Context: an optimization exercise on an open-source flow, tuned for small area. The choices shown serve that exercise and are no tape-out recipe. At most, simulation tests tie the RTL to the original design; equivalence was not proved. No functional check of the RTL was part of runs 1 and 3. Power figures rest on the tool's default switching activity, not on a simulated workload.

[flow/design.v]
module top_module(
    input clk,
    input reset,
    input echo,
    input RS232_DTE_RXD,
    output trig,
    output RS232_DTE_TXD,
    output [7:0] led
);
    localparam [12:0] LZ = 13'd1;
    localparam [12:0] LH = 13'd306;
    localparam [12:0] LT = 13'd4822;
    function [12:0] lstep(input [12:0] s);
        lstep = {s[11:0], s[12] ^ s[2]};
    endfunction
    reg rx_s0, rx_s1;
    always @(posedge clk or posedge reset)
        if (reset) begin
            rx_s0 <= 1'b1;
            rx_s1 <= 1'b1;
        end else begin
            rx_s0 <= RS232_DTE_RXD;
            rx_s1 <= rx_s0;
        end
    reg [3:0]  ri;
    reg [12:0] rc;
    reg        rx_m;    
    reg        rx_b0;   
    reg        usr;     
    wire rx_idle = (ri == 4'd0) || (ri == 4'd11) || (ri == 4'd12) || (ri == 4'd14);
    wire rx_tick = (rc == LT);
    always @(posedge clk) begin
        if (rx_idle)
            rc <= LH;
        else if (rx_tick)
            rc <= LZ;
        else
            rc <= lstep(rc);
    end
    always @(posedge clk) begin
        if (rx_idle)
            rx_m <= 1'b1;
        else if (rx_tick && ri >= 4'd3 && ri <= 4'd9 &&
                 (rx_s1 != (ri == 4'd4 || ri == 4'd8)))
            rx_m <= 1'b0;
        if (rx_tick && ri == 4'd2)
            rx_b0 <= rx_s1;
    end
    always @(posedge clk or posedge reset)
        if (reset) begin
            ri <= 4'd14;
            usr <= 1'b1;
        end else begin
            if (ri == 4'd12 || ri == 4'd13)
                usr <= ~rx_b0;
            else if (ri == 4'd14)
                usr <= 1'b0;
            if (ri == 4'd11) begin
                ri <= rx_s1 ? 4'd12 : 4'd13;
            end else if (ri == 4'd13) begin
                ri <= 4'd1;
            end else if (rx_idle) begin
                ri <= rx_s1 ? 4'd0 : 4'd1;
            end else if (rx_tick) begin
                if (ri == 4'd10)
                    ri <= (rx_s1 && rx_m) ? 4'd11 : 4'd0;
                else if (ri == 4'd1 && rx_s1)
                    ri <= 4'd0;
                else
                    ri <= ri + 4'd1;
            end
        end
    localparam [29:0] K     = 30'd1375;
    localparam [29:0] SS    = 30'd386241428;   
    localparam [29:0] XEND  = 30'd687104;      
    localparam [21:0] WRAPV = 22'd4192929;     
    localparam [2:0] S_FR = 3'b000;   
    localparam [2:0] S_FT = 3'b010;   
    localparam [2:0] S_CN = 3'b001;   
    localparam [2:0] S_W  = 3'b100;   
    localparam [2:0] S_C  = 3'b101;   
    localparam [2:0] S_D  = 3'b110;   
    reg [2:0]  st;
    reg [29:0] sr;
    wire st_f  = (st == S_FR) || (st == S_FT);
    wire st_cn = (st == S_CN);
    wire st_w  = (st == S_W);
    wire st_c  = (st == S_C);
    wire transmit_ready = (st == S_FT);
    wire trig_win = (sr[29:28] == 2'b00);
    wire cn_end = trig_win && ((sr & XEND) == XEND);
    wire wrap = (sr[21:0] == WRAPV);
    wire inc = st_cn || (st_c && echo);
    wire [7:0] raw_distance = sr[29:22];
    assign trig = st_cn && trig_win;
    always @(posedge clk) begin
        if (st_f)
            sr <= SS;
        else if (st_w || (st_c && echo && wrap))
            sr <= 30'd0;
        else
            sr <= sr + (inc ? K : 30'd0);
    end
    always @(posedge clk or posedge usr)
        if (usr)
            st <= S_FR;
        else case (st)
            S_FR, S_FT: st <= S_CN;
            S_CN: if (cn_end) st <= S_W;
            S_W:  if (echo) st <= S_C;
            S_C:  if (!echo) st <= S_D;
            S_D:  st <= S_FT;
            default: st <= S_FR;
        endcase
    reg [1:0] fi;
    reg [9:0] acc;
    reg [7:0] avg;
    reg [7:0] filt;
    always @(posedge clk or posedge reset)
        if (reset) begin
            fi <= 2'd0;
            acc <= 10'd0;
            avg <= 8'd0;
            filt <= 8'd0;
        end else if (transmit_ready) begin
            fi <= fi + 2'd1;
            if (fi == 2'd3) begin
                avg <= acc[9:2];
                filt <= avg;
                acc <= {2'b00, raw_distance};
            end else
                acc <= acc + {2'b00, raw_distance};
        end
    assign led = filt;
    reg [12:0] tc;
    reg [9:0]  ts;
    wire tx_tick = (tc == LT);
    always @(posedge clk)
        if (transmit_ready || tx_tick)
            tc <= LZ;
        else
            tc <= lstep(tc);
    always @(posedge clk or posedge reset)
        if (reset)
            ts <= 10'h3ff;
        else begin
            if (tx_tick)
                ts[0] <= ts[1];
            if (transmit_ready)
                ts[9:1] <= {filt, 1'b0};
            else if (tx_tick)
                ts[9:1] <= {1'b1, ts[9:2]};
        end
    assign RS232_DTE_TXD = ts[0];
endmodule
[flow/run.sh]
#!/bin/bash
# synth_recipe.tcl (not shown) runs the flow's synth.tcl, then flattens the netlist and writes it again
# the make line also repeats each setting of config.mk as NAME=value (left out here)
make -C /OpenROAD-flow-scripts/flow DESIGN_CONFIG=/design/flow/config.mk WORK_HOME=/design/flow/orfs CLKGATE_MAP_FILE= SYNTH_SCRIPT=/design/flow/synth_recipe.tcl finish
[flow/config.mk]
export PLATFORM = sky130hd
export DESIGN_NAME = top_module
export DESIGN_NICKNAME = top_module
export VERILOG_FILES = /design/flow/design.v
export SDC_FILE = /design/flow/constraint.sdc
export NUM_CORES = 4
export LEC_CHECK = 0
export CAP_MARGIN = 20
export CORE_MARGIN = 2
export CORE_UTILIZATION = 70
export CTS_BUF_LIST = sky130_fd_sc_hd__clkbuf_8
export SLEW_MARGIN = 20
[flow/constraint.sdc]
create_clock -name core_clock -period 20.0 [get_ports {clk}]
set_input_delay 4.0000 -clock core_clock [delete_from_list [all_inputs] [get_ports {clk}]]
set_output_delay 4.0000 -clock core_clock [all_outputs]
set_load 0.01 [all_outputs]
==> results.txt, run 1 <==
Largest net degree at the start of global routing = 46
Crit. End Element = register
Slew Viols, Final = 0
Period utilization = 0.337
DPL Wire Length = 6.43 mm
Total power = 0.658 mW
Placeable Area = 6830 µm²
Worst path slowest cell = clkdlybuf4s50_1
Postcts setup bufs = 0
Gr ovfl total = 0
GP Congestion = 0.879
Synth Register Bits = 106
CTS buffer count = 9
IO buf count = 13
Vias per cell = 5.84
Top cells by area, synth = dfxtp_1 23%, dfrtp_1 16%, dfstp_2 8.4%
R2R Path Start = st[1]$_DFFE_PP0P_
DP Area = 5140 µm²
Clk_skew = 0.0147 ns
Critical path data required time = 20.24 ns
Max clock buf depth = 2
P per Cell Area = 123 nW/µm²
Startpoint types = input pin
Final ANT Viol Nets = 0
DRC Markers = 0
CP max FO = 11
Worst Setup Slack, final = 13.26 ns
Setup TNS = 0 ns
Post_cts resized = 0
Setup slack, reg-to-reg = 16.80 ns
Cell count of the worst reg-to-reg path = 12
Routed WL = 9.21 mm
Critical path's most frequent cell = inv_1
Synth top cells by count = 57 x dfxtp_1, 45 x nor2_1, 43 x nand2_1
Area occupied by multi-input gates = 2420 µm²
Final setup fails = 0
Boundary Pins = 14
Layout Area Growth over Synthesis = 7.46%
Post-Syn Nets = 541
Clock network latency to the later pin of the worst-skew pair = 0.37 ns
Overall Global Routing Usage = 0.256
CTS Root Cell = clkbuf_8
Clock transition at path regs = 0.10 ns
Initial antenna violation count = 0
Critical path buffers and inverters = 3
Placed Cells = 599
Die width = 88.4 µm
Number of clock sinks = 106
Hold WC Path Type = reg2async
Initial Utilization = 0.729
Post-Syn Area = 4980 µm²
Reg area = 2390 µm²
Die Area = 7810 µm²
Setup CP Type = in2reg
Worst ir drop on vdd = 0.0827 mV
Number of synthesis warnings = 1
Final Hold Vio Count = 0
Post-Place Setup Slack = 12.94 ns
Post-CTS Hold Buffers = 0
R2r endpoint = sr[26]$_SDFF_PP1_
Most frequent cell after synthesis = dfxtp_1
Ys async rst share = 0.453
Mean post-synth cell area = 9.73 µm²
Share of layout cells above drive strength 1 = 0.106
Top FF cell, synth = dfxtp_1
Routed length per placed instance = 15.0 µm
Ant. Diodes = 0
Vias in the first global route = 3382
Max incr delay on CP = 0.46 ns
# H-tree levels = 3
Drt pass-1 iters = 4
# nets final = 543
Post-Layout Cell Count = 615
RSZ-0062 raised after global routing = false
Hold slack = 0.128 ns
Worst path cell trace = clkdlybuf4s50_1 -> inv_1 -> a21o_1 -> inv_1 -> ha_1 -> fa_1 -> a21oi_1 -> o21ai_0 -> a31oi_1 -> o2bb2ai_1 -> nor3_1 -> xnor2_1 -> o21ai_1
Worst slew pin tran = 0.924 ns
DRT iter0 DRCs = 173
Global-route wire length before repair = 15.6 mm
Final Core Density = 0.784
Post-route cell area = 5350 µm²
WP data arrival = 6.98 ns
Status = complete, no violations
Via Count = 3594
Largest delay contributor family on the critical path = compound AO/OA/AOI/OAI gates
Crit path time final = 6.74 ns
Unique cell type count in the Yosys netlist = 53
Syn Inst Count = 512
# rows = 30
Post-synth top area share = 0.229
Post-synth EDFFs = 1
Leakage = 2.29 nW
Fill cells = 472
Upper clock frequency limit = 148 MHz
Area leader, netlist = dfxtp_1
Maxcap violations = 0
Die Ht = 88.4 µm
Slew margin rel. = 0.384
Sequential area share after synthesis = 0.480
CTS tree = done
==> worst reg2reg max path: stages (launching register included) <==
cell       delay [ns]
dfrtp_1          0.48
nand2b_1         0.19
a21o_1           0.10
inv_1            0.18
ha_1             0.28
fa_1             0.42
a21oi_1          0.22
o21ai_0          0.13
a31oi_1          0.27
o2bb2ai_1        0.38
nor3_1           0.14
xnor2_1          0.21
o21ai_1          0.08
==> metal layers <==
metal / share of wire / global-route usage / wire length [µm] / vias up
met2: 0.49 / 0.422 / 4480 / 50
li1: - / - / - / 1792
met5: 0 / 0 / 0 / -
met4: 0.0093 / 0.0675 / 86 / 0
met1: 0.47 / 0.339 / 4350 / 1745
met3: 0.032 / 0.0662 / 296 / 7
==> cells by family after synthesis <==
family | Yosys count | share of synthesized area
multiplexers | 27 | 0.0585
flip-flops | 106 | 0.480
AND/OR/NAND/NOR | 174 | 0.177
adder cells (fa/ha/maj) | 25 | 0.0658
buffers and inverters | 41 | 0.0332
AO/OA/AOI/OAI | 105 | 0.126
XOR/XNOR | 34 | 0.0598
==> worst max path at each step <==
| stage | startpoint | endpoint | cells after the start |
|---|---|---|---|
| 3_5_place_dp | echo | sr[26]$_SDFF_PP1_ | 13 |
| 5_1_grt | echo | sr[26]$_SDFF_PP1_ | 13 |
| 3_3_place_gp | echo | sr[28]$_SDFF_PP1_ | 13 |
| 2_1_floorplan | echo | sr[24]$_SDFF_PP1_ | 12 |
| 4_1_cts | echo | sr[26]$_SDFF_PP1_ | 13 |
| 6_report | echo | sr[26]$_SDFF_PP1_ | 13 |
==> state kept, by name, summed over array words and instances, names as in the netlist, 2 cells and up <==
signal  cells
st          3
ts         10
avg         8
ri          4
tc         13
filt        8
rc         13
sr         30
fi          2
acc        10
==> power by group <==
| group | internal, mW | total, mW | switching (mW) | leakage, nW |
|---|---|---|---|---|
| sequential | 0.264 | 0.307 | 0.0424 | 1.07 |
| clock | 0.0606 | 0.138 | 0.0770 | 0.108 |
| combinational | 0.0979 | 0.214 | 0.116 | 1.11 |
| total | 0.423 | 0.658 | 0.235 | 2.29 |
==> final cells by class <==
type,count,share of cell area
multi-input cells,365,0.453
repair buffers,15,0.0271
clock buffers,9,0.0231
flip-flops and latches,106,0.447
inverters,17,0.0119
clock inverters,7,0.0157
well taps,96,0.0224
==> cell usage in the layout (no fill, tap or decap), drive strengths merged, types with 9 or more instances in the layout <==
master,n
inv,20
mux2,17
o21ai,44
mux2i,10
dfstp,16
and2,11
xnor2,23
nand3,14
clkbuf,9
nor2b,9
xor2,11
dfxtp,57
dfrtp,32
ha,23
nor3,10
nor2,45
nand2,43
a21oi,24
and3,16
clkdlybuf4s50,13
==> run 2, diff against run 1 <==
--- a/flow/design.v
+++ b/flow/design.v
@@ -26,8 +26,10 @@
     reg [12:0] rc;
     reg        rx_m;    
     reg        rx_b0;   
+    reg        me_e;    
+    reg        me;
     reg        usr;     
-    wire rx_idle = (ri == 4'd0) || (ri == 4'd11) || (ri == 4'd12) || (ri == 4'd14);
+    wire rx_idle = (ri == 4'd0);
     wire rx_tick = (rc == LT);
     always @(posedge clk) begin
         if (rx_idle)
@@ -48,27 +50,27 @@
     end
     always @(posedge clk or posedge reset)
         if (reset) begin
-            ri <= 4'd14;
-            usr <= 1'b1;
+            ri <= 4'd0;
+            me_e <= 1'b1;
         end else begin
-            if (ri == 4'd12 || ri == 4'd13)
-                usr <= ~rx_b0;
-            else if (ri == 4'd14)
-                usr <= 1'b0;
-            if (ri == 4'd11) begin
-                ri <= rx_s1 ? 4'd12 : 4'd13;
-            end else if (ri == 4'd13) begin
-                ri <= 4'd1;
-            end else if (rx_idle) begin
-                ri <= rx_s1 ? 4'd0 : 4'd1;
+            if (rx_idle) begin
+                if (!rx_s1) ri <= 4'd1;
             end else if (rx_tick) begin
-                if (ri == 4'd10)
-                    ri <= (rx_s1 && rx_m) ? 4'd11 : 4'd0;
-                else if (ri == 4'd1 && rx_s1)
+                if (ri == 4'd10 || (ri == 4'd1 && rx_s1))
                     ri <= 4'd0;
                 else
                     ri <= ri + 4'd1;
+                if (ri == 4'd10 && rx_s1 && rx_m)
+                    me_e <= rx_b0;
             end
+        end
+    always @(posedge clk or posedge reset)
+        if (reset) begin
+            me <= 1'b1;
+            usr <= 1'b1;
+        end else begin
+            me <= me_e;
+            usr <= ~me;
         end
     localparam [29:0] K     = 30'd1375;
     localparam [29:0] SS    = 30'd386241428;   
==> flow/flow/run.sh (new file) <==
#!/bin/bash
# Layout flow: the standard synthesis, then the combinational logic between
# the standard synthesis's flip-flops is re-mapped for area (flip-flops are
# kept as they are: same cells, same names), then the standard ORFS steps
# from floorplan to finish with a small clock tree and small port buffers.
# Each tool writes its full output to a log file in this folder.
set -euo pipefail
HERE=$(pwd)
RES=$HERE/orfs/results/sky130hd/top_module/base
LIB=$FLOW_HOME/platforms/sky130hd/lib/sky130_fd_sc_hd__tt_025C_1v80.lib

# 1. standard synthesis (synth_recipe.tcl through standard.sh)
bash standard.sh $RES/1_2_yosys.v > log_1_synth.txt 2>&1

# 2. re-map the logic between the flip-flops for area
DU=$(sed -n '/DONT_USE_CELLS += /,/^#/p' $FLOW_HOME/platforms/sky130hd/config.mk \
     | grep -o 'sky130_fd_sc_hd__[a-z0-9_]*' | sed 's/^/-dont_use /' | tr '\n' ' ')
cp $RES/1_2_yosys.v $HERE/std_synth.v
cat > remap.ys <<EOS
read_liberty -ignore_miss_func -ignore_miss_dir $LIB
blackbox sky130_fd_sc_hd__df* sky130_fd_sc_hd__edf* sky130_fd_sc_hd__sdf* sky130_fd_sc_hd__dl* sky130_fd_sc_hd__conb_1
read_verilog $HERE/std_synth.v
hierarchy -top $FLOW_TOP
flatten
opt -purge
abc -liberty $LIB $DU -script $HERE/flow/area.abc
opt_clean -purge
hilomap -singleton -hicell sky130_fd_sc_hd__conb_1 HI -locell sky130_fd_sc_hd__conb_1 LO
splitnets
opt_clean -purge
stat -liberty $LIB
write_verilog -noattr -nohex -nodec $HERE/remapped.v
EOS
yosys -l log_2_remap.txt remap.ys > /dev/null 2>&1
cp $HERE/remapped.v $RES/1_2_yosys.v

# 3. floorplan to finish
export BUFFER_PORTS_ARGS="-buffer_cell sky130_fd_sc_hd__buf_1"
export CTS_ARGS="-sink_clustering_enable -repair_clock_nets -buf_list sky130_fd_sc_hd__clkbuf_8 -dont_use_dummy_load"
bash standard.sh > log_3_layout.txt 2>&1
==> flow/flow/area.abc (new file) <==
strash
dch -f
map -a
strash
dch -f
amap
strash
dch -f
amap
topo
==> flow/standard.sh (new file) <==
#!/bin/bash
# synth_recipe.tcl (not shown) runs the flow's synth.tcl, then flattens the netlist and writes it again
# the make line also repeats each setting of config.mk as NAME=value (left out here)
make -C /OpenROAD-flow-scripts/flow DESIGN_CONFIG=/design/flow/config.mk WORK_HOME=/design/flow/orfs CLKGATE_MAP_FILE= SYNTH_SCRIPT=/design/flow/synth_recipe.tcl "${@:-finish}"
--- a/flow/config.mk
+++ b/flow/config.mk
@@ -8,5 +8,4 @@
 export CAP_MARGIN = 20
 export CORE_MARGIN = 2
 export CORE_UTILIZATION = 70
-export CTS_BUF_LIST = sky130_fd_sc_hd__clkbuf_8
 export SLEW_MARGIN = 20
removed: flow/run.sh
==> run 2 against run 1 <==
Combinational power fell by 92%. Still clean on timing, DRC and antenna. Highest routed layer unchanged. Synthesized cell count decreased by 6.6%. Setup slack got worse by 1.1 ns. Largest cell class is now flip-flops and latches.
==> results.txt, run 2 <==
Status = complete, no violations
# rows = 28 (-6.7%)
Largest delay contributor family on the critical path = simple AND/OR/NAND/NOR gates
Number of clock sinks = 108 (+1.9%)
Number of synthesis warnings = 1 (unchanged)
RSZ-0062 raised after global routing = false
DPL Wire Length = 5.48 mm (-15%)
Setup TNS = 0 ns (unchanged)
Commonest cells after routing, fill and taps aside = 69 x clkinv_1, 64 x nor2_1, 57 x dfxtp_1
Clock transition at path regs = 0.08 ns (-0.02 ns)
Post-Syn Area = 4260 µm² (-14%)
Top reg by flops = sr
Fill cells = 431 (-8.7%)
Reg power frac = 0.659 (+0.193)
Overall Global Routing Usage = 0.257 (+0.00109)
Final Core Density = 0.774 (-0.00985)
WP data arrival = 8.06 ns (+1.08 ns)
Crit. End Element = register
GP Congestion = 0.892 (+1.4%)
Critical path's most frequent cell = nand2_1
Leakage = 1.81 nW (-21%)
Post_cts resized = 0 (unchanged)
Initial Utilization = 0.720 (-0.00892)
Routed WL = 7.97 mm (-13%)
Cell count of the worst reg-to-reg path = 20 (+8)
DRT iter0 DRCs = 178 (+2.9%)
Clock network latency to the later pin of the worst-skew pair = 0.37 ns (about the same)
Max incr delay on CP = 0.55 ns (+0.09 ns)
Layout Area Growth over Synthesis = 7.42% (about the same)
Combinational share of power = 0.047 (-0.278)
Vias in the first global route = 3206 (-5.2%)
Slew Viols, Final = 0 (unchanged)
Via Count = 3400 (-5.4%)
# nets final = 511 (-5.9%)
Clk pwr share = 0.294 (+0.085)
Gr ovfl total = 0 (unchanged)
Slew margin rel. = 0.459 (+0.0753)
Period utilization = 0.392 (+0.0550)
Worst slew pin tran = 0.801 ns (-0.124 ns)
Critical path data required time = 20.23 ns (about the same)
Setup CP Type = in2reg
Largest net degree at the start of global routing = 48 (+4.3%)
Drt pass-1 iters = 4 (unchanged)
Mean post-synth cell area = 8.92 µm² (-8.3%)
Final Hold Vio Count = 0 (unchanged)
Syn Inst Count = 478 (-6.6%)
Final ANT Viol Nets = 0 (unchanged)
Share of layout cells above drive strength 1 = 0.0594 (-0.0466)
Worst ir drop on vdd = 0.0546 mV (-34%)
Final setup fails = 0 (unchanged)
CTS tree = done
Startpoint types = input pin
Postcts setup bufs = 0 (unchanged)
CTS buffer count = 9 (unchanged)
# H-tree levels = 3 (unchanged)
Die width = 82.1 µm (-7.1%)
Max FFs per register = 30 (unchanged)
Ant. Diodes = 0 (unchanged)
Clk_skew = 0.0334 ns (+0.0187 ns)
Worst path cell trace = buf_1 -> nor2_1 -> nor2_1 -> clkinv_1 -> a21oi_1 -> nand2_1 -> nand2_1 -> nand2_1 -> or2_0 -> o21ai_0 -> nand2_1 -> o21ai_0 -> nand4_1 -> nor2_1 -> clkinv_1 -> nor4_1 -> nand3_1 -> nor3_1 -> nand2_1 -> a221oi_1
Die Ht = 82.1 µm (-7.1%)
Most common cell after layout, fill and taps aside = clkinv_1
Global-route wire length before repair = 13.4 mm (-14%)
Crit path time final = 7.84 ns (+1.10 ns)
Maxcap violations = 0 (unchanged)
Net Switching = 0.0765 mW (-68%)
CTS Root Cell = clkbuf_8
Post-CTS Hold Buffers = 0 (unchanged)
P per Cell Area = 76.9 nW/µm² (-37%)
DRC Markers = 0 (unchanged)
Placeable Area = 5920 µm² (-13%)
Critical path buffers and inverters = 3 (unchanged)
Reg area = 2440 µm² (+2.0%)
Die Area = 6730 µm² (-14%)
Internal power = 0.276 mW (-35%)
Sw Ratio = 0.217 (-0.141)
Upper clock frequency limit = 128 MHz (-14%)
CP max FO = 7 (-4)
Post-Syn Nets = 482 (-11%)
Biggest registers after layout = sr (30), rc (13), tc (13)
Initial antenna violation count = 0 (unchanged)
Crit. path cell count = 20 (+7)
IO buf count = 13 (unchanged)
Max clock buf depth = 2 (unchanged)
Boundary Pins = 14 (unchanged)
Area occupied by multi-input gates = 1560 µm² (-36%)
Hold WC Path Type = reg2async
Routed length per placed instance = 13.7 µm (-8.3%)
Worst path slowest cell = nor4_1
Vias per cell = 5.86 (+0.31%)
==> run 2: cell types whose count changed in the layout (fill, tap and decap cells not counted), sizes merged, moves of 13 or more <==
cell	delta
buf	+16
clkdlybuf4s50	-13
clkinv	+66
ha	-23
inv	-19
mux2	-17
nor2	+19
o22ai	+31
xnor2	-23
==> run 2: cell type report <==
type / instances / area share
clock buffers: 9 / 0.0270
inverters: 70 / 0.0574
flip-flops and latches: 108 / 0.533
repair buffers: 18 / 0.0216
multi-input cells: 300 / 0.341
well taps: 75 / 0.0205
==> run 2: final timing paths <==
| kind | start | endpoint | slack (ns) |
|---|---|---|---|
| max in group asynchronous | reset | ts[0]$_DFFE_PP1P_ | 15.82 |
| worst max-delay path | echo | sr[29]$_SDFF_PP0_ | 12.16 |
| worst min-delay path | usr$_DFF_PP1_ | st[2]$_DFFE_PP0P_ | 0.11 |
| worst max register to register | st[2]$_DFFE_PP0P_ | sr[29]$_SDFF_PP0_ | 15.40 |
| worst min register to register | usr$_DFF_PP1_ | st[2]$_DFFE_PP0P_ | 0.11 |
| min in group core_clock | rx_s0$_DFF_PP1_ | rx_s1$_DFF_PP1_ | 0.36 |
==> run 2: per-layer routing <==
layer / part of all wire / wire [µm] / GRT usage
met1: 0.46 / 3650 / 0.322
met2: 0.49 / 3910 / 0.431
met5: 0 / 0 / 0
met3: 0.034 / 272 / 0.0571
met4: 0.017 / 138 / 0.107
==> run 2: metrics by stage <==
step	cells	total power [mW]	cell area, µm²	hold WS [ns]	setup WS, ns
after floorplan	478	0.249	4260	0.0858	12.67
after global placement	570	0.252	4440	0.0963	12.20
after detailed placement	570	0.253	4440	0.101	11.91
after CTS	579	0.354	4560	0.113	12.23
after global routing	580	0.366	4580	0.117	11.67
final	580	0.352	4580	0.107	12.16
==> run 2: power by group through the flow <==
stage / clock network [mW] / registers [mW] / logic (mW)
2_1_floorplan: 0 / 0.236 / 0.0130
3_3_place_gp: 0 / 0.237 / 0.0153
3_5_place_dp: 0 / 0.237 / 0.0161
4_1_cts: 0.105 / 0.232 / 0.0163
5_1_grt: 0.113 / 0.234 / 0.0190
6_report: 0.104 / 0.232 / 0.0165
==> run 3, diff against run 2 <==
--- a/flow/design.v
+++ b/flow/design.v
@@ -75,7 +75,8 @@
     localparam [29:0] K     = 30'd1375;
     localparam [29:0] SS    = 30'd386241428;   
     localparam [29:0] XEND  = 30'd687104;      
-    localparam [21:0] WRAPV = 22'd4192929;     
+    localparam [29:0] NB    = 30'd1073739074;  
+    localparam [21:0] WRAPV = 22'd4190179;     
     localparam [2:0] S_FR = 3'b000;   
     localparam [2:0] S_FT = 3'b010;   
     localparam [2:0] S_CN = 3'b001;   
@@ -92,16 +93,15 @@
     wire trig_win = (sr[29:28] == 2'b00);
     wire cn_end = trig_win && ((sr & XEND) == XEND);
     wire wrap = (sr[21:0] == WRAPV);
-    wire inc = st_cn || (st_c && echo);
     wire [7:0] raw_distance = sr[29:22];
     assign trig = st_cn && trig_win;
     always @(posedge clk) begin
         if (st_f)
             sr <= SS;
         else if (st_w || (st_c && echo && wrap))
-            sr <= 30'd0;
+            sr <= NB;
         else
-            sr <= sr + (inc ? K : 30'd0);
+            sr <= sr + K;
     end
     always @(posedge clk or posedge usr)
         if (usr)
==> run 3 against run 2 <==
Still clean on timing, DRC and antenna. Global-route usage rose by 1.5 points. Sequential share of layout area rose by 0.10 points. Sequential power fell by 6%. Setup slack improved by 2.0 ns. Largest cell class unchanged.
==> results.txt, run 3 <==
Maxcap violations = 0 (unchanged)
# nets final = 519 (+1.6%)
Final setup fails = 0 (unchanged)
Initial antenna violation count = 0 (unchanged)
Hold slack = 0.0723 ns (-0.0346 ns)
Worst ir drop on vdd = 0.0629 mV (+15%)
Overall Global Routing Usage = 0.272 (+0.0152)
Postcts setup bufs = 0 (unchanged)
Hold WC Path Type = reg2async
Share of layout cells above drive strength 1 = 0.0546 (-0.00483)
Number of synthesis warnings = 1 (unchanged)
Critical path data required time = 20.27 ns (+0.04 ns)
Post-Syn Nets = 492 (+2.1%)
DRC Markers = 0 (unchanged)
Max clock buf depth = 2 (unchanged)
WP data arrival = 6.09 ns (-1.97 ns)
Gr ovfl total = 0 (unchanged)
Placeable Area = 5920 µm² (unchanged)
Syn Inst Count = 488 (+2.1%)
Max FFs per register = 30 (unchanged)
# rows = 28 (unchanged)
DRT iter0 DRCs = 203 (+14%)
Placed Cells = 578 (+1.4%)
Boundary Pins = 14 (unchanged)
GP Congestion = 0.858 (-3.8%)
# H-tree levels = 3 (unchanged)
Slew margin rel. = 0.366 (-0.0935)
Vias in the first global route = 3295 (+2.8%)
CTS tree = done
Cell count of the worst reg-to-reg path = 18 (-10%)
Setup slack, reg-to-reg = 15.83 ns (+0.43 ns)
Die width = 82.2 µm (+0.23%)
Setup TNS = 0 ns (unchanged)
Worst slew pin tran = 0.950 ns (+0.149 ns)
Clock network latency to the later pin of the worst-skew pair = 0.37 ns (about the same)
Commonest cells after routing, fill and taps aside = 83 x clkinv_1, 78 x nor2_1, 57 x dfxtp_1
Post-Syn Area = 4290 µm² (+0.50%)
CTS buffer count = 9 (unchanged)
Ant. Diodes = 0 (unchanged)
Slew Viols, Final = 0 (unchanged)
Leakage = 1.83 nW (+1.1%)
Via Count = 3469 (+2.0%)
Mean post-synth cell area = 8.78 µm² (-1.6%)
Post-Layout Cell Count = 588 (+1.4%)
Number of clock sinks = 108 (unchanged)
Crit path from = echo
P per Cell Area = 70.6 nW/µm² (-8.2%)
Drt pass-1 iters = 5 (+1)
CTS Root Cell = clkbuf_8
Routed WL = 8.34 mm (+4.6%)
R2R Path Start = sr[0]$_SDFF_PP0_
Biggest registers after layout = sr (30), rc (13), tc (13)
Final ANT Viol Nets = 0 (unchanged)
R2r endpoint = sr[29]$_SDFF_PN0_
Layout Area Growth over Synthesis = 6.69%
Global-route wire length before repair = 14.1 mm (+5.3%)
Top reg by flops = sr
Clock transition at path regs = 0.10 ns (+0.02 ns)
Period utilization = 0.291 (-0.101)
Setup crit end = sr[5]$_SDFF_PP0_
Most common cell after layout, fill and taps aside = clkinv_1
Upper clock frequency limit = 172 MHz (+35%)
Setup CP Type = in2reg
Routed length per placed instance = 14.2 µm (+3.2%)
Status = complete, no violations
Initial Utilization = 0.724 (+0.00359)
Die Area = 6760 µm² (+0.46%)
Crit. End Element = register
Post-CTS Hold Buffers = 0 (unchanged)
Largest net degree at the start of global routing = 48 (unchanged)
Final Hold Vio Count = 0 (unchanged)
IO buf count = 13 (unchanged)
CP max FO = 9 (+2)
Die Ht = 82.2 µm (+0.23%)
Post_cts resized = 0 (unchanged)
Vias per cell = 5.90 (+0.64%)
Clk_skew = 0.0356 ns (+0.00216 ns)
DPL Wire Length = 5.88 mm (+7.5%)
Crit path time final = 5.83 ns (-2.01 ns)
Startpoint types = input pin
RSZ-0062 raised after global routing = false
run 3: how the worst min path moves through the flow:
stage,to,slack (ns)
after global routing,st[0]$_DFFE_PP0P_,0.09
after detailed placement,st[0]$_DFFE_PP0P_,0.09
final,st[0]$_DFFE_PP0P_,0.07
after global placement,st[0]$_DFFE_PP0P_,0.1
after CTS,st[0]$_DFFE_PP0P_,0.07
after floorplan,st[0]$_DFFE_PP0P_,0.09
run 3: final cells by class:
cell class              count  area [µm²]
clock buffers               9         124
fillers                   419        1350
inverters                  84         315
multi-input cells         296        1530
flip-flops and latches    108        2440
well taps                  75        93.8
repair buffers             16        68.8
run 3: worst max-delay path: stages:
cell and delay, ns:
buf_1 0.08, nor2b_1 0.14, and3_1 0.17, a41oi_1 0.47, clkinv_1 0.26, nor2_1 0.45
clkinv_1 0.24, a211oi_1 0.26
run 3: metal layers:
layer  vias up  routed length [µm]  GRT usage
met5         -                   0          0
li1       1715                   -          -
met1      1642                3690      0.333
met3        21                 374     0.0663
met2        91                4100      0.467
met4         0                 180      0.100
run 3: per-stage QoR:
step	power (mW)	setup WS (ns)	util	cell area [µm²]
2_1_floorplan	0.224	14.38	-	4290
3_3_place_gp	0.225	13.93	0.750	4440
3_5_place_dp	0.225	13.85	0.750	4440
4_1_cts	0.325	14.20	0.771	4570
5_1_grt	0.332	13.93	0.772	4570
6_report	0.323	14.17	0.772	4570
run 3: power breakdown:
group | internal (mW) | total [mW] | switching [mW]
Clock | 0.0406 | 0.103 | 0.0623
Combinational | 0.000421 | 0.00264 | 0.00222
Sequential | 0.217 | 0.217 | 0.000184
==> run 4, diff against run 3 <==
--- a/flow/design.v
+++ b/flow/design.v
@@ -26,10 +26,8 @@
     reg [12:0] rc;
     reg        rx_m;    
     reg        rx_b0;   
-    reg        me_e;    
-    reg        me;
     reg        usr;     
-    wire rx_idle = (ri == 4'd0);
+    wire rx_idle = (ri == 4'd0) || (ri == 4'd11) || (ri == 4'd12) || (ri == 4'd14);
     wire rx_tick = (rc == LT);
     always @(posedge clk) begin
         if (rx_idle)
@@ -50,27 +48,27 @@
     end
     always @(posedge clk or posedge reset)
         if (reset) begin
-            ri <= 4'd0;
-            me_e <= 1'b1;
+            ri <= 4'd14;
+            usr <= 1'b1;
         end else begin
-            if (rx_idle) begin
-                if (!rx_s1) ri <= 4'd1;
+            if (ri == 4'd12 || ri == 4'd13)
+                usr <= ~rx_b0;
+            else if (ri == 4'd14)
+                usr <= 1'b0;
+            if (ri == 4'd11) begin
+                ri <= rx_s1 ? 4'd12 : 4'd13;
+            end else if (ri == 4'd13) begin
+                ri <= 4'd1;
+            end else if (rx_idle) begin
+                ri <= rx_s1 ? 4'd0 : 4'd1;
             end else if (rx_tick) begin
-                if (ri == 4'd10 || (ri == 4'd1 && rx_s1))
+                if (ri == 4'd10)
+                    ri <= (rx_s1 && rx_m) ? 4'd11 : 4'd0;
+                else if (ri == 4'd1 && rx_s1)
                     ri <= 4'd0;
                 else
                     ri <= ri + 4'd1;
-                if (ri == 4'd10 && rx_s1 && rx_m)
-                    me_e <= rx_b0;
             end
-        end
-    always @(posedge clk or posedge reset)
-        if (reset) begin
-            me <= 1'b1;
-            usr <= 1'b1;
-        end else begin
-            me <= me_e;
-            usr <= ~me;
         end
     localparam [29:0] K     = 30'd1375;
     localparam [29:0] SS    = 30'd386241428;   
==> run 4 against run 3 <==
Highest routed layer unchanged. Critical path type is now reg2out. Power down 1.7%. Register-to-register slack better by 0.24 ns. Cell count down 0.85%.
==> results.txt, run 4 <==
Largest net degree at the start of global routing = 46 (-4.2%)
DRT iter0 DRCs = 193 (-4.9%)
Area occupied by multi-input gates = 1600 µm² (+4.4%)
Number of clock sinks = 106 (-1.9%)
Die Ht = 82.0 µm (-0.30%)
Upper clock frequency limit = 188 MHz (+9.4%)
Startpoint types = register
Boundary Pins = 14 (unchanged)
Routed WL = 7.96 mm (-4.5%)
RSZ-0062 raised after global routing = false
Worst path slowest cell = dfrtp_1
Post-Syn Area = 4260 µm² (-0.64%)
Syn Inst Count = 483 (-1.0%)
CP max FO = 5 (-4)
Via Count = 3329 (-4.0%)
Biggest registers after layout = sr (30), rc (13), tc (13)
Met3 routed WL = 288 µm (-23%)
Vias per cell = 5.71 (-3.2%)
Worst ir drop on vdd = 0.0580 mV (-7.7%)
Setup TNS = 0 ns (unchanged)
Placeable Area = 5890 µm² (-0.59%)
Crit. End Element = primary output
Gr ovfl total = 0 (unchanged)
Max incr delay on CP = 0.42 ns (-0.05 ns)
CTS buffer count = 9 (unchanged)
Max clock buf depth = 2 (unchanged)
Die Area = 6720 µm² (-0.61%)
Crit path time final = 5.33 ns (-0.499 ns)
# rows = 28 (unchanged)
Period utilization = 0.266 (-0.0250)
Final ANT Viol Nets = 0 (unchanged)
Worst slew pin tran = 0.887 ns (-0.0632 ns)
Fill cells = 419 (unchanged)
Slew Viols, Final = 0 (unchanged)
CTS Root Cell = clkbuf_8
Drt pass-1 iters = 4 (-1)
# nets final = 514 (-0.96%)
IO buf count = 13 (unchanged)
Ant. Diodes = 0 (unchanged)
DRC Markers = 0 (unchanged)
Vias in the first global route = 3130 (-5.0%)
GP Congestion = 0.860 (+0.30%)
Post_cts resized = 0 (unchanged)
Final Hold Vio Count = 0 (unchanged)
WL met1 = 3.78 mm (+2.5%)
Max FFs per register = 30 (unchanged)
Post-Syn Nets = 487 (-1.0%)
DPL Wire Length = 5.73 mm (-2.7%)
Postcts setup bufs = 0 (unchanged)
Post-CTS Hold Buffers = 0 (unchanged)
DP Area = 4430 µm² (-0.34%)
Top reg by flops = sr
Clock network latency to the later pin of the worst-skew pair = 0.36 ns (about the same)
Die width = 82.0 µm (-0.30%)
Global-route wire length before repair = 13.5 mm (-4.0%)
Clk_skew = 0.0259 ns (-0.00970 ns)
Clock transition at path regs = 0.08 ns (-0.02 ns)
Maxcap violations = 0 (unchanged)
Commonest cells after routing, fill and taps aside = 72 x clkinv_1, 70 x nor2_1, 57 x dfxtp_1
Status = complete, no violations
Critical path data required time = 16.00 ns (-4.27 ns)
Reg area = 2390 µm² (-2.0%)
Most common cell after layout, fill and taps aside = clkinv_1
Mean post-synth cell area = 8.82 µm² (+0.39%)
Critical path buffers and inverters = 2 (-1)
# H-tree levels = 3 (unchanged)
Top Metal Used = met4
Final setup fails = 0 (unchanged)
Layout Area Growth over Synthesis = 6.91%
Share of layout cells above drive strength 1 = 0.0591 (+0.00447)
Slew margin rel. = 0.403 (+0.0368)
Metal2 WL = 3.80 mm (-7.3%)
P per Cell Area = 69.8 nW/µm² (-1.3%)
Initial Utilization = 0.723 (about the same)
Post-route cell area = 4550 µm² (-0.44%)
Routed length per placed instance = 13.7 µm (-3.7%)
Worst path cell trace = clkinv_1 -> nand2_1 -> nor3_1 -> buf_1
WP data arrival = 1.33 ns (-4.76 ns)
Leakage = 1.79 nW (-2.2%)
Number of synthesis warnings = 1 (unchanged)
Largest delay contributor family on the critical path = flip-flops
Hold WC Path Type = reg2async
Setup CP Type = reg2out
Overall Global Routing Usage = 0.262 (-0.0100)
Initial antenna violation count = 0 (unchanged)
CTS tree = done
run 4: changes by cell type in the layout (fill, tap and decap cells not counted), sizes merged, moves of 4 or more:
cell    previous run  this run
a22oi              5        13
clkinv            83        72
nand2             37        44
nand3              4         8
nand4              7         3
nor2              78        70
o21ai             34        38
o22ai             22        14
run 4: routing by layer:
| metal | GRT usage | up-vias |
|---|---|---|
| li1 | - | 1711 |
| met1 | 0.335 | 1564 |
| met2 | 0.441 | 44 |
| met3 | 0.0747 | 10 |
| met4 | 0.0667 | 0 |
| met5 | 0 | - |
run 4: final cells by class:
class                           instances  share of cell area
Sequential cell                       106               0.526
Multi-Input combinational cell        304               0.351
Timing Repair Buffer                   16              0.0157
Clock buffer                            9              0.0272
Tap cell                               75              0.0206
Inverter                               73              0.0602
run 4: path summary, 6_finish.rpt:
| check | to | slack, ns | startpoint | depth (start not counted) |
|---|---|---|---|---|
| max | trig | 14.67 | st[1]$_DFFE_PP0P_ | 4 |
| min | st[0]$_DFFE_PP0P_ | 0.09 | usr$_DFFE_PP1P_ | 1 |
| max reg2reg | sr[29]$_SDFF_PN0_ | 16.07 | sr[0]$_SDFF_PP0_ | 22 |
| min reg2reg | st[0]$_DFFE_PP0P_ | 0.09 | usr$_DFFE_PP1P_ | 1 |
| max in group asynchronous | acc[9]$_DFFE_PP0P_ | 15.61 | reset | 2 |
| min in group core_clock | rx_s1$_DFF_PP1_ | 0.36 | rx_s0$_DFF_PP1_ | 0 |
run 4: report_power, final:
group	internal, mW	switching, mW
sequential	0.213	0.000198
clock	0.0405	0.0614
combinational	0.000320	0.00191
total	0.254	0.0635
run 4: per-stage QoR:
step	power [mW]	utilization	cells	hold slack, ns	setup slack, ns
final	0.318	0.773	583	0.0918	14.67
after global routing	0.328	0.773	583	0.115	14.60
after CTS	0.320	0.773	583	0.0938	14.66
after detailed placement	0.220	0.752	574	0.103	14.51
after global placement	0.220	0.752	574	0.100	14.59
after floorplan	0.219	-	483	0.0913	14.94
==> run 5, diff against run 4 <==
--- a/flow/flow/run.sh
+++ b/flow/flow/run.sh
@@ -36,5 +36,5 @@
 
 # 3. floorplan to finish
 export BUFFER_PORTS_ARGS="-buffer_cell sky130_fd_sc_hd__buf_1"
-export CTS_ARGS="-sink_clustering_enable -repair_clock_nets -buf_list sky130_fd_sc_hd__clkbuf_8 -dont_use_dummy_load"
+export CTS_ARGS="-sink_clustering_enable -repair_clock_nets -buf_list sky130_fd_sc_hd__clkbuf_8 -dont_use_dummy_load -sink_clustering_size 24 -sink_clustering_max_diameter 80"
 bash standard.sh > log_3_layout.txt 2>&1
--- a/flow/config.mk
+++ b/flow/config.mk
@@ -5,7 +5,7 @@
 export SDC_FILE = /design/flow/constraint.sdc
 export NUM_CORES = 4
 export LEC_CHECK = 0
-export CAP_MARGIN = 20
+export CAP_MARGIN = 0
 export CORE_MARGIN = 2
 export CORE_UTILIZATION = 70
-export SLEW_MARGIN = 20
+export SLEW_MARGIN = 0
==> run 5 against run 4 <==
Cell count did not move. Synthesized cell count did not move. Flip-flop and latch count did not move. Area after synthesis did not move. Non-clock buffer count did not move. Power did not move. Clock-buffer cell count did not move. Register-to-register slack barely moved. Clock skew did not move. Critical path type unchanged. Critical endpoint unchanged. Largest cell class unchanged.
==> results.txt, run 5 <==
Status = complete, no violations
Global-route wire length before repair = 13.5 mm (unchanged)
Number of synthesis warnings = 1 (unchanged)
Drt pass-1 iters = 4 (unchanged)
Net Switching = 0.0635 mW (unchanged)
Routed WL = 7.96 mm (unchanged)
Post-CTS Hold Buffers = 0 (unchanged)
# rows = 28 (unchanged)
P per Cell Area = 69.8 nW/µm² (unchanged)
Die Area = 6720 µm² (unchanged)
Final Hold Vio Count = 0 (unchanged)
IO buf count = 13 (unchanged)
DPL Wire Length = 5.73 mm (unchanged)
Worst ir drop on vdd = 0.0580 mV (unchanged)
Largest net degree at the start of global routing = 46 (unchanged)
Die width = 82.0 µm (unchanged)
Final setup fails = 0 (unchanged)
DRT iter0 DRCs = 193 (unchanged)
Number of clock sinks = 106 (unchanged)
Upper clock frequency limit = 188 MHz (unchanged)
Startpoint types = register
Top reg by flops = sr
Post-Syn Area = 4260 µm² (unchanged)
Reg power frac = 0.672 (about the same)
RSZ-0062 raised after global routing = false
Clk_skew = 0.0259 ns (unchanged)
Max incr delay on CP = 0.42 ns (about the same)
Biggest registers after layout = sr (30), rc (13), tc (13)
Routed length per placed instance = 13.7 µm (unchanged)
Clk pwr share = 0.321 (about the same)
Fill cells = 419 (unchanged)
Placeable Area = 5890 µm² (unchanged)
DRC Markers = 0 (unchanged)
Hold WC Path Type = reg2async
Ant. Diodes = 0 (unchanged)
Crit. End Element = primary output
GP Congestion = 0.860 (unchanged)
Post_cts resized = 0 (unchanged)
CTS buffer count = 9 (unchanged)
Layout Area Growth over Synthesis = 6.91% (unchanged)
Crit path time final = 5.33 ns (unchanged)
Syn Inst Count = 483 (unchanged)
Most common cell after layout, fill and taps aside = clkinv_1
Clock transition at path regs = 0.08 ns (about the same)
Internal power = 0.254 mW (unchanged)
Worst path cell trace = clkinv_1 -> nand2_1 -> nor3_1 -> buf_1
Post-Syn Nets = 487 (unchanged)
Postcts setup bufs = 0 (unchanged)
Setup CP Type = reg2out
Die Ht = 82.0 µm (unchanged)
Maxcap violations = 0 (unchanged)
Clock network latency to the later pin of the worst-skew pair = 0.36 ns (about the same)
Worst path slowest cell = dfrtp_1
Combinational share of power = 0.007 (about the same)
Leakage = 1.79 nW (unchanged)
# nets final = 514 (unchanged)
# H-tree levels = 3 (unchanged)
Share of layout cells above drive strength 1 = 0.0591 (unchanged)
CTS tree = done
Final ANT Viol Nets = 0 (unchanged)
Overall Global Routing Usage = 0.262 (unchanged)
Vias in the first global route = 3130 (unchanged)
Total power = 0.318 mW (unchanged)
Sw Ratio = 0.200 (unchanged)
CP max FO = 5 (unchanged)
Critical path data required time = 16.00 ns (about the same)
Boundary Pins = 14 (unchanged)
Slew margin rel. = 0.403 (unchanged)
CTS Root Cell = clkbuf_8
Initial Utilization = 0.723 (unchanged)
Initial antenna violation count = 0 (unchanged)
Worst slew pin tran = 0.887 ns (unchanged)
Slew Viols, Final = 0 (unchanged)
WP data arrival = 1.33 ns (about the same)
Vias per cell = 5.71 (unchanged)
Gr ovfl total = 0 (unchanged)
Via Count = 3329 (unchanged)
Max FFs per register = 30 (unchanged)
Period utilization = 0.266 (unchanged)
Mean post-synth cell area = 8.82 µm² (unchanged)
Setup TNS = 0 ns (unchanged)
Commonest cells after routing, fill and taps aside = 72 x clkinv_1, 70 x nor2_1, 57 x dfxtp_1
Max clock buf depth = 2 (unchanged)
[run 5: cell counts in the layout (fill, tap and decap cells not counted)]
Identical to the previous run, type by type.
[run 5: final cells by class]
| cell class | instances | area, µm² | area share |
|---|---|---|---|
| Tap cell | 75 | 93.8 | 0.0206 |
| Multi-Input combinational cell | 304 | 1600 | 0.351 |
| Timing Repair Buffer | 16 | 71.3 | 0.0157 |
| Sequential cell | 106 | 2390 | 0.526 |
| Clock buffer | 9 | 124 | 0.0272 |
| Inverter | 73 | 274 | 0.0602 |
[run 5: critical path: cells and delay by family (launching register included)]
| family | cells | cell delay (ns) |
|---|---|---|
| simple gates | 2 | 0.30 |
| buf+inv | 2 | 0.26 |
| flops | 1 | 0.42 |
[run 5: power groups by stage]
stage	sequential, mW	combinational (mW)	clock (mW)
after global routing	0.213	0.00273	0.111
after CTS	0.213	0.00242	0.104
final	0.213	0.00223	0.102
after global placement	0.218	0.00237	0
after detailed placement	0.218	0.00242	0
after floorplan	0.218	0.00161	0
[run 5: worst paths after layout]
kind,slack [ns],cells after the start,from,to
min reg2reg,0.09,1,usr$_DFFE_PP1P_,st[0]$_DFFE_PP0P_
max in group asynchronous,15.61,2,reset,acc[9]$_DFFE_PP0P_
max reg2reg,16.07,22,sr[0]$_SDFF_PP0_,sr[29]$_SDFF_PN0_
min in group core_clock,0.36,0,rx_s0$_DFF_PP1_,rx_s1$_DFF_PP1_
min,0.09,1,usr$_DFFE_PP1P_,st[0]$_DFFE_PP0P_
max,14.67,4,st[1]$_DFFE_PP0P_,trig
[run 5: layer usage]
metal / track usage / part of all wire / wire [µm]
met5: 0 / 0 / 0
met4: 0.0667 / 0.012 / 97
met3: 0.0747 / 0.036 / 288
met2: 0.441 / 0.48 / 3800
met1: 0.335 / 0.47 / 3780
[run 5: stage by stage]
stage	cell area, µm²	hold WS, ns	worst slack [ns]	utilization	instances
after global routing	4550	0.115	14.60	0.773	583
final	4550	0.0918	14.67	0.773	583
after floorplan	4260	0.0913	14.94	-	483
after detailed placement	4430	0.103	14.51	0.752	574
after global placement	4430	0.100	14.59	0.752	574
after CTS	4550	0.0938	14.66	0.773	583
==> run 6, diff against run 5 <==
--- a/flow/design.v
+++ b/flow/design.v
@@ -116,20 +116,21 @@
     reg [9:0] acc;
     reg [7:0] avg;
     reg [7:0] filt;
+    wire f_clr = transmit_ready && (fi == 2'd3);
     always @(posedge clk or posedge reset)
         if (reset) begin
             fi <= 2'd0;
             acc <= 10'd0;
             avg <= 8'd0;
             filt <= 8'd0;
-        end else if (transmit_ready) begin
-            fi <= fi + 2'd1;
-            if (fi == 2'd3) begin
+        end else begin
+            acc <= (f_clr ? 10'd0 : acc) + {2'b00, transmit_ready ? raw_distance : 8'd0};
+            if (transmit_ready)
+                fi <= fi + 2'd1;
+            if (f_clr) begin
                 avg <= acc[9:2];
                 filt <= avg;
-                acc <= {2'b00, raw_distance};
-            end else
-                acc <= acc + {2'b00, raw_distance};
+            end
         end
     assign led = filt;
     reg [12:0] tc;
==> flow/flow/run.sh (replaced) <==
#!/bin/bash
# Layout flow: the standard synthesis, then the combinational logic between
# the standard synthesis's flip-flops is re-mapped for area with a few ABC
# scripts (flip-flops are kept as they are: same cells, same names); the
# smallest result that ABC proves equivalent to the standard netlist is used.
# Then the standard ORFS steps from floorplan to finish, with a small clock
# tree and small port buffers. Each tool writes its output to a log here.
set -euo pipefail
HERE=$(pwd)
RES=$HERE/orfs/results/sky130hd/top_module/base
LIB=$FLOW_HOME/platforms/sky130hd/lib/sky130_fd_sc_hd__tt_025C_1v80.lib
YOSYS=yosys
[ -x $FLOW_HOME/../tools/install/yosys/bin/yosys ] && YOSYS=$FLOW_HOME/../tools/install/yosys/bin/yosys
YABC=$(dirname $(command -v $YOSYS))/yosys-abc

# 1. standard synthesis (synth_recipe.tcl through standard.sh)
bash standard.sh $RES/1_2_yosys.v > log_1_synth.txt 2>&1
cp $RES/1_2_yosys.v $HERE/std_synth.v

# 2. re-map the logic between the flip-flops for area
DU=$(sed -n '/DONT_USE_CELLS += /,/^#/p' $FLOW_HOME/platforms/sky130hd/config.mk \
     | grep -o 'sky130_fd_sc_hd__[a-z0-9_]*' | sed 's/^/-dont_use /' | tr '\n' ' ')
BB="sky130_fd_sc_hd__df* sky130_fd_sc_hd__edf* sky130_fd_sc_hd__sdf* sky130_fd_sc_hd__dl* sky130_fd_sc_hd__conb_1"
# the standard netlist as BLIF for the equivalence check
cat > toblif_std.ys <<EOS
read_liberty -ignore_miss_func -ignore_miss_dir $LIB
read_verilog $HERE/std_synth.v
hierarchy -top $FLOW_TOP
flatten
async2sync
dffunmap
opt_clean
write_blif -gates $HERE/std_synth.blif
EOS
$YOSYS -l log_2_std_blif.txt toblif_std.ys > /dev/null 2>&1
best=""; best_area=""
for s in $HERE/flow/abc/*.abc; do
  n=$(basename $s .abc)
  cat > remap_$n.ys <<EOS
read_liberty -ignore_miss_func -ignore_miss_dir $LIB
blackbox $BB
read_verilog $HERE/std_synth.v
hierarchy -top $FLOW_TOP
flatten
opt -purge
abc -liberty $LIB $DU -script $s
opt_clean -purge
hilomap -singleton -hicell sky130_fd_sc_hd__conb_1 HI -locell sky130_fd_sc_hd__conb_1 LO
splitnets
opt_clean -purge
stat -liberty $LIB
write_verilog -noattr -nohex -nodec $HERE/remap_$n.v
EOS
  $YOSYS -l log_2_remap_$n.txt remap_$n.ys > /dev/null 2>&1 || continue
  a=$(grep 'Chip area' log_2_remap_$n.txt | tail -1 | awk '{print $NF}')
  cat > toblif_$n.ys <<EOS
read_liberty -ignore_miss_func -ignore_miss_dir $LIB
read_verilog $HERE/remap_$n.v
hierarchy -top $FLOW_TOP
flatten
async2sync
dffunmap
opt_clean
write_blif -gates $HERE/remap_$n.blif
EOS
  $YOSYS -l log_2_blif_$n.txt toblif_$n.ys > /dev/null 2>&1 || continue
  $YABC -c "dsec $HERE/std_synth.blif $HERE/remap_$n.blif" > log_2_dsec_$n.txt 2>&1 || true
  if grep -q "Networks are equivalent" log_2_dsec_$n.txt; then
    echo "$n area $a equivalent" >> log_2_choice.txt
    if [ -z "$best" ] || awk "BEGIN{exit !($a < $best_area)}"; then best=$n; best_area=$a; fi
  else
    echo "$n area $a NOT proven" >> log_2_choice.txt
  fi
done
if [ -n "$best" ]; then
  echo "chosen $best $best_area" >> log_2_choice.txt
  cp $HERE/remap_$best.v $RES/1_2_yosys.v
else
  echo "chosen standard" >> log_2_choice.txt
fi

# 3. floorplan to finish
export BUFFER_PORTS_ARGS="-buffer_cell sky130_fd_sc_hd__buf_1"
export CTS_ARGS="-sink_clustering_enable -repair_clock_nets -buf_list sky130_fd_sc_hd__clkbuf_8 -dont_use_dummy_load"
bash standard.sh > log_3_layout.txt 2>&1
==> flow/flow/abc/b9.abc (new file) <==
strash
dch -f
amap
mfs
strash
dch -f
amap
topo
==> flow/flow/abc/c4.abc (new file) <==
strash
balance
rewrite
refactor
balance
rewrite
rewrite -z
balance
refactor -z
rewrite -z
balance
dch -f
amap
strash
dch -f
amap
strash
dch -f
amap
topo
==> flow/flow/abc/c7.abc (new file) <==
strash
dch -f
map -a
strash
dch -f
amap
strash
dch -f
amap
topo
==> flow/flow/abc/d1.abc (new file) <==
strash
dch -f
amap
mfs
strash
dch -f
amap
mfs
strash
dch -f
amap
topo
==> flow/flow/abc/d2.abc (new file) <==
strash
balance
rewrite
refactor
balance
rewrite
rewrite -z
balance
refactor -z
rewrite -z
balance
dch -f
amap
mfs
strash
dch -f
amap
strash
dch -f
amap
topo
==> flow/flow/abc/d4.abc (new file) <==
strash
dch -f
amap
mfs -a
strash
dch -f
amap
topo
==> flow/config.mk (replaced) <==
export PLATFORM = sky130hd
export DESIGN_NAME = top_module
export DESIGN_NICKNAME = top_module
export VERILOG_FILES = /design/flow/design.v
export SDC_FILE = /design/flow/constraint.sdc
export NUM_CORES = 4
export LEC_CHECK = 0
export CAP_MARGIN = 20
export CORE_MARGIN = 2
export CORE_UTILIZATION = 85
export SLEW_MARGIN = 20
removed: flow/flow/area.abc
==> run 6 against run 5 <==
Critical path depth up 15. Cell area is 3.7% lower. Register-to-register slack got worse by 2.2 ns. Largest power group unchanged. Critical path type is now reg2reg. Clock-buffer cell count unchanged. Global-route usage grew 12 points.
==> results.txt, run 6 <==
Status = complete, no violations
Final setup fails = 0 (unchanged)
Postcts setup bufs = 0 (unchanged)
GP Congestion = 0.907 (+5.5%)
Via Count = 3484 (+4.7%)
Placed Cells = 509 (-11%)
Max FFs per register = 30 (unchanged)
Leakage = 1.80 nW (+0.43%)
Vias per cell = 6.73 (+18%)
Final Hold Vio Count = 0 (unchanged)
Routed length per placed instance = 18.4 µm (+35%)
Post-CTS Hold Buffers = 0 (unchanged)
Drt pass-1 iters = 9 (+5)
Max incr delay on CP = 0.71 ns (+0.29 ns)
Critical path buffers and inverters = 4 (+2)
Largest net degree at the start of global routing = 46 (unchanged)
Largest delay contributor family on the critical path = simple AND/OR/NAND/NOR gates
Post-Layout Cell Count = 518 (-11%)
CTS buffer count = 9 (unchanged)
CTS Root Cell = clkbuf_8
CTS tree = done
Area occupied by multi-input gates = 1570 µm² (-2.0%)
Ant. Diodes = 0 (unchanged)
Setup TNS = 0 ns (unchanged)
Maxcap violations = 0 (unchanged)
DPL Wire Length = 6.17 mm (+7.7%)
Slew Viols, Final = 0 (unchanged)
Clock transition at path regs = 0.09 ns (about the same)
Period utilization = 0.304 (+0.0379)
Critical path's most frequent cell = clkinv_1
Layout Area Growth over Synthesis = 6.38%
Clk_skew = 0.0164 ns (-0.00956 ns)
Crit path time final = 6.08 ns (+0.758 ns)
# nets final = 470 (-8.6%)
Share of layout cells above drive strength 1 = 0.0603 (+0.00129)
Post-Syn Nets = 443 (-9.0%)
Vias in the first global route = 3306 (+5.6%)
CP max FO = 23 (+18)
Critical path data required time = 20.22 ns (+4.22 ns)
Boundary Pins = 14 (unchanged)
Max clock buf depth = 2 (unchanged)
DRC Markers = 0 (unchanged)
Setup CP Type = reg2reg
Post_cts resized = 0 (unchanged)
Top reg by flops = sr
Total power = 0.317 mW (about the same)
Initial Utilization = 0.878 (+0.154)
WP data arrival = 6.31 ns (+4.98 ns)
Biggest registers after layout = sr (30), rc (13), tc (13)
Startpoint types = register
Worst path slowest cell = nor2_1
Crit. End Element = register
Die Area = 5420 µm² (-19%)
IO buf count = 13 (unchanged)
Most common cell after layout, fill and taps aside = nor2_1
Global-route wire length before repair = 15.5 mm (+14%)
Hold WC Path Type = reg2async
Mean post-synth cell area = 9.38 µm² (+6.4%)
Routed WL = 9.52 mm (+20%)
Worst slew pin tran = 0.889 ns (+0.00242 ns)
# rows = 25 (-11%)
Worst Setup Slack, final = 13.92 ns (-0.758 ns)
# H-tree levels = 3 (unchanged)
Gr ovfl total = 0 (unchanged)
Final ANT Viol Nets = 0 (unchanged)
Slew margin rel. = 0.405 (+0.00245)
Reg area = 2390 µm² (unchanged)
RSZ-0062 raised after global routing = false
Post-Syn Area = 4120 µm² (-3.3%)
Number of synthesis warnings = 1 (unchanged)
Worst path cell trace = nor2_1 -> nand2_1 -> clkinv_1 -> nand3_1 -> clkinv_1 -> nor2b_1 -> nand2_1 -> o21ai_0 -> nor2_1 -> clkinv_1 -> a21oi_1 -> clkinv_1 -> a311oi_1 -> nand2b_1 -> nand2_1 -> a31oi_1 -> and3_1 -> nor2_1 -> a211oi_1
Fill cells = 171 (-59%)
Upper clock frequency limit = 164 MHz (-12%)
Initial antenna violation count = 0 (unchanged)
Syn Inst Count = 439 (-9.1%)
DRT iter0 DRCs = 440 (+130%)
Post-Place Setup Slack = 14.54 ns (+0.0273 ns)
Die width = 73.6 µm (-10%)
Commonest cells after routing, fill and taps aside = 64 x nor2_1, 57 x dfxtp_1, 43 x clkinv_1
Die Ht = 73.6 µm (-10%)
Number of clock sinks = 106 (unchanged)
Clock network latency to the later pin of the worst-skew pair = 0.36 ns (about the same)
P per Cell Area = 72.4 nW/µm² (+3.8%)
Placeable Area = 4690 µm² (-20%)
Worst ir drop on vdd = 0.0690 mV (+19%)
Overall Global Routing Usage = 0.381 (+0.119)
==> run 6: layer usage <==
metal  vias to the layer above  GRT usage  routed length [µm]
met4                         0      0.168                 347
met3                        41     0.0933                 684
li1                       1595          -                   -
met2                       205      0.659                4860
met1                      1643      0.450                3630
met5                         -          0                   0
==> run 6: stage by stage <==
step / instance area [µm²] / util / hold slack (ns)
floorplan: 4120 / - / 0.0924
global placement: 4260 / 0.907 / 0.114
detailed placement: 4260 / 0.907 / 0.121
CTS: 4380 / 0.934 / 0.102
global route: 4380 / 0.934 / 0.0993
finish: 4380 / 0.934 / 0.104
==> run 6: power breakdown <==
part | switching (mW) | internal [mW]
clock | 0.0611 | 0.0405
combinational | 0.00196 | 0.000391
sequential | 0.000190 | 0.213
==> run 6: layout make-up <==
cell class,count,area share
repair buffers,16,0.0163
clock buffers,9,0.0283
multi-input cells,290,0.357
inverters,43,0.0368
flip-flops and latches,106,0.546
well taps,54,0.0154
==> run 6: worst paths after layout <==
check                             startpoint           endpoint  slack (ns)  depth (start not counted)
setup reg to reg           st[2]$_DFFE_PP0P_   acc[9]$_DFF_PP0_       13.92                         19
max in group asynchronous              reset  ts[5]$_DFFE_PP1P_       15.87                          3
hold / removal               usr$_DFFE_PP1P_  st[0]$_DFFE_PP0P_        0.10                          1
setup / recovery           st[2]$_DFFE_PP0P_   acc[9]$_DFF_PP0_       13.92                         19
hold reg to reg              usr$_DFFE_PP1P_  st[0]$_DFFE_PP0P_        0.10                          1
min in group core_clock      rx_s0$_DFF_PP1_    rx_s1$_DFF_PP1_        0.36                          0
==> run 7, diff against run 6 <==
--- a/flow/config.mk
+++ b/flow/config.mk
@@ -7,5 +7,5 @@
 export LEC_CHECK = 0
 export CAP_MARGIN = 20
 export CORE_MARGIN = 2
-export CORE_UTILIZATION = 85
+export CORE_UTILIZATION = 70
 export SLEW_MARGIN = 20
==> run 7 against run 6 <==
Still clean. Cell area increased by 0.51%. Power decreased by 0.83%. Routed wire length decreased by 19%. Synthesized cell count unchanged. Non-clock buffer count unchanged. Sequential power about the same. Via count decreased by 9.0%. Worst hold slack got worse by 0.00067 ns.
==> results.txt, run 7 <==
Total power = 0.315 mW (-0.83%)
CP max FO = 24 (+4.3%)
CTS Root Cell = clkbuf_8
Maxcap violations = 0 (unchanged)
Routed WL = 7.76 mm (-19%)
Layout Area Growth over Synthesis = 6.93%
Post-Syn Nets = 443 (unchanged)
Slew Viols, Final = 0 (unchanged)
Slew margin rel. = 0.441 (+0.0357)
Overall Global Routing Usage = 0.267 (-0.114)
Hold slack = 0.104 ns (-0.000670 ns)
Top reg by flops = sr
Setup TNS = 0 ns (unchanged)
Final setup fails = 0 (unchanged)
Fill cells = 368 (+120%)
P per Cell Area = 71.5 nW/µm² (-1.3%)
Die width = 80.7 µm (+9.6%)
Gr ovfl total = 0 (unchanged)
Mean post-synth cell area = 9.38 µm² (unchanged)
WP data arrival = 5.99 ns (-0.32 ns)
Ant. Diodes = 0 (unchanged)
Setup CP Type = reg2reg
Post_cts resized = 0 (unchanged)
Met3 routed WL = 311 µm (-55%)
Global-route wire length before repair = 13.3 mm (-14%)
R2R Path Start = st[2]$_DFFE_PP0P_
Final Core Density = 0.785 (-0.149)
Number of synthesis warnings = 1 (unchanged)
Area occupied by multi-input gates = 1570 µm² (unchanged)
Final Hold Vio Count = 0 (unchanged)
# nets final = 470 (unchanged)
CTS buffer count = 9 (unchanged)
Via Count = 3171 (-9.0%)
Max clock buf depth = 2 (unchanged)
Worst slew pin tran = 0.837 ns (-0.0527 ns)
Leakage = 1.80 nW (about the same)
Startpoint types = register
Share of layout cells above drive strength 1 = 0.0603 (unchanged)
Upper clock frequency limit = 174 MHz (+5.9%)
Number of clock sinks = 106 (unchanged)
Worst Setup Slack, final = 14.25 ns (+0.340 ns)
Syn Inst Count = 439 (unchanged)
Cell count of the worst reg-to-reg path = 18 (-1)
Critical path buffers and inverters = 4 (unchanged)
Final ANT Viol Nets = 0 (unchanged)
Post-Place Setup Slack = 14.34 ns (-0.204 ns)
Routed length per placed instance = 14.5 µm (-21%)
IO buf count = 13 (unchanged)
DPL Wire Length = 5.48 mm (-11%)
Drt pass-1 iters = 5 (-4)
Clk_skew = 0.0180 ns (+0.00169 ns)
Post-Syn Area = 4120 µm² (unchanged)
# H-tree levels = 3 (unchanged)
Max incr delay on CP = 0.79 ns (+0.08 ns)
GP Congestion = 0.865 (-4.7%)
Boundary Pins = 14 (unchanged)
Commonest cells after routing, fill and taps aside = 64 x nor2_1, 57 x dfxtp_1, 43 x clkinv_1
Die Ht = 80.7 µm (+9.6%)
Crit path time final = 5.75 ns (-0.340 ns)
WL met1 = 3.50 mm (-3.4%)
Die Area = 6510 µm² (+20%)
Status = complete, no violations
Clock transition at path regs = 0.09 ns (about the same)
Reg area = 2390 µm² (unchanged)
Largest delay contributor family on the critical path = simple AND/OR/NAND/NOR gates
CTS tree = done
Initial antenna violation count = 0 (unchanged)
Max FFs per register = 30 (unchanged)
Metal2 WL = 3.83 mm (-21%)
Biggest registers after layout = sr (30), rc (13), tc (13)
DRC Markers = 0 (unchanged)
Placeable Area = 5610 µm² (+20%)
R2r endpoint = acc[9]$_DFF_PP0_
Setup slack, reg-to-reg = 14.25 ns (+0.34 ns)
Most common cell after layout, fill and taps aside = nor2_1
Vias in the first global route = 2957 (-11%)
Postcts setup bufs = 0 (unchanged)
# rows = 27 (+8.0%)
Crit. End Element = register
Critical path's most frequent cell = clkinv_1
Top Metal Used = met4
Period utilization = 0.287 (-0.0170)
Hold WC Path Type = reg2async
Initial Utilization = 0.734 (-0.143)
Worst ir drop on vdd = 0.0667 mV (-3.2%)
Critical path data required time = 20.24 ns (+0.02 ns)
Clock network latency to the later pin of the worst-skew pair = 0.35 ns (about the same)
DRT iter0 DRCs = 177 (-60%)
Post-CTS Hold Buffers = 0 (unchanged)
Worst path cell trace = nor2_1 -> nand2_1 -> clkinv_1 -> nand3_1 -> clkinv_1 -> nor2b_1 -> o21ai_0 -> nor2_1 -> clkinv_1 -> a21oi_1 -> clkinv_1 -> a311oi_1 -> nand2b_1 -> nand2_1 -> a31oi_1 -> and3_1 -> nor2_1 -> a211oi_1
Worst path slowest cell = clkinv_1
Vias per cell = 5.92 (-12%)
RSZ-0062 raised after global routing = false
Largest net degree at the start of global routing = 46 (unchanged)
-- run 7: layout make-up --
class / instances / area share
Clock buffer: 9 / 0.0281
Inverter: 43 / 0.0366
Multi-Input combinational cell: 290 / 0.355
Sequential cell: 106 / 0.543
Tap cell: 72 / 0.0205
Timing Repair Buffer: 16 / 0.0162
-- run 7: worst max path at each step --
stage | startpoint | endpoint | cells past startpoint
finish | st[2]$_DFFE_PP0P_ | acc[9]$_DFF_PP0_ | 18
global route | st[2]$_DFFE_PP0P_ | acc[9]$_DFF_PP0_ | 18
CTS | st[2]$_DFFE_PP0P_ | acc[9]$_DFF_PP0_ | 18
detailed placement | st[2]$_DFFE_PP0P_ | acc[9]$_DFF_PP0_ | 18
global placement | st[2]$_DFFE_PP0P_ | acc[9]$_DFF_PP0_ | 18
floorplan | echo | sr[8]$_SDFF_PP1_ | 3
-- run 7: layer usage --
metal  GRT usage  vias to the layer above
met5           0                        -
li1            -                     1610
met3      0.0685                       13
met4      0.0729                        0
met1       0.338                     1473
met2       0.458                       75
-- run 7: stage by stage --
stage / instances / area (µm²)
after floorplan: 439 / 4120
after global placement: 527 / 4280
after detailed placement: 527 / 4280
after CTS: 536 / 4400
after global routing: 536 / 4400
final: 536 / 4400
-- run 7: power breakdown --
part           total [mW]  internal (mW)  switching (mW)
sequential          0.213          0.213        0.000190
combinational     0.00236       0.000390         0.00197
clock              0.0990         0.0405          0.0585
total               0.315          0.254          0.0607

-- static timing again, ports no longer ideal --
The results above use ideal ports. As a check the final layouts listed here were re-extracted and re-timed, cells and wires unchanged.
Step 1 assumes that a clkbuf_16 drives the clock port and a buf_2 every other input.
Step 2 adds t to the input delays and takes it off the output delays; t is the mean of the earliest and latest rising clock arrival at the registers after step 1. Input paths then give back, and output paths get back, about the clock's delay inside the block.
a / b / c = no drivers / after step 1 / after step 2; a / b = the first two.
run	t, ns	slack for setup (ns)	worst hold slack (ns)	worst setup path after step 2	pins driven straight from the clock port
run 1	0.400	13.265 / 13.276 / 12.876	0.128 / 0.128 / 0.128	input to register	1
run 2	0.379	12.164 / 12.170 / 11.792	0.107 / 0.107 / 0.107	input to register	1
run 3	0.383	14.174 / 14.188 / 13.805	0.072 / 0.072 / 0.072	input to register	1
run 4	0.379	14.673 / 14.642 / 14.469	0.092 / 0.092 / 0.092	input to register	1
run 5	0.379	14.673 / 14.642 / 14.469	0.092 / 0.092 / 0.092	input to register	1
run 6	0.382	13.915 / 13.915 / 13.915	0.104 / 0.104 / 0.104	register to register	1
run 7	0.374	14.255 / 14.255 / 14.255	0.104 / 0.104 / 0.104	register to register	1
After both steps setup and hold are still met in every run listed. For run 1, which loses most, drivers alone change the setup slack by +0.011 ns; drivers and shift together by -0.389 ns.
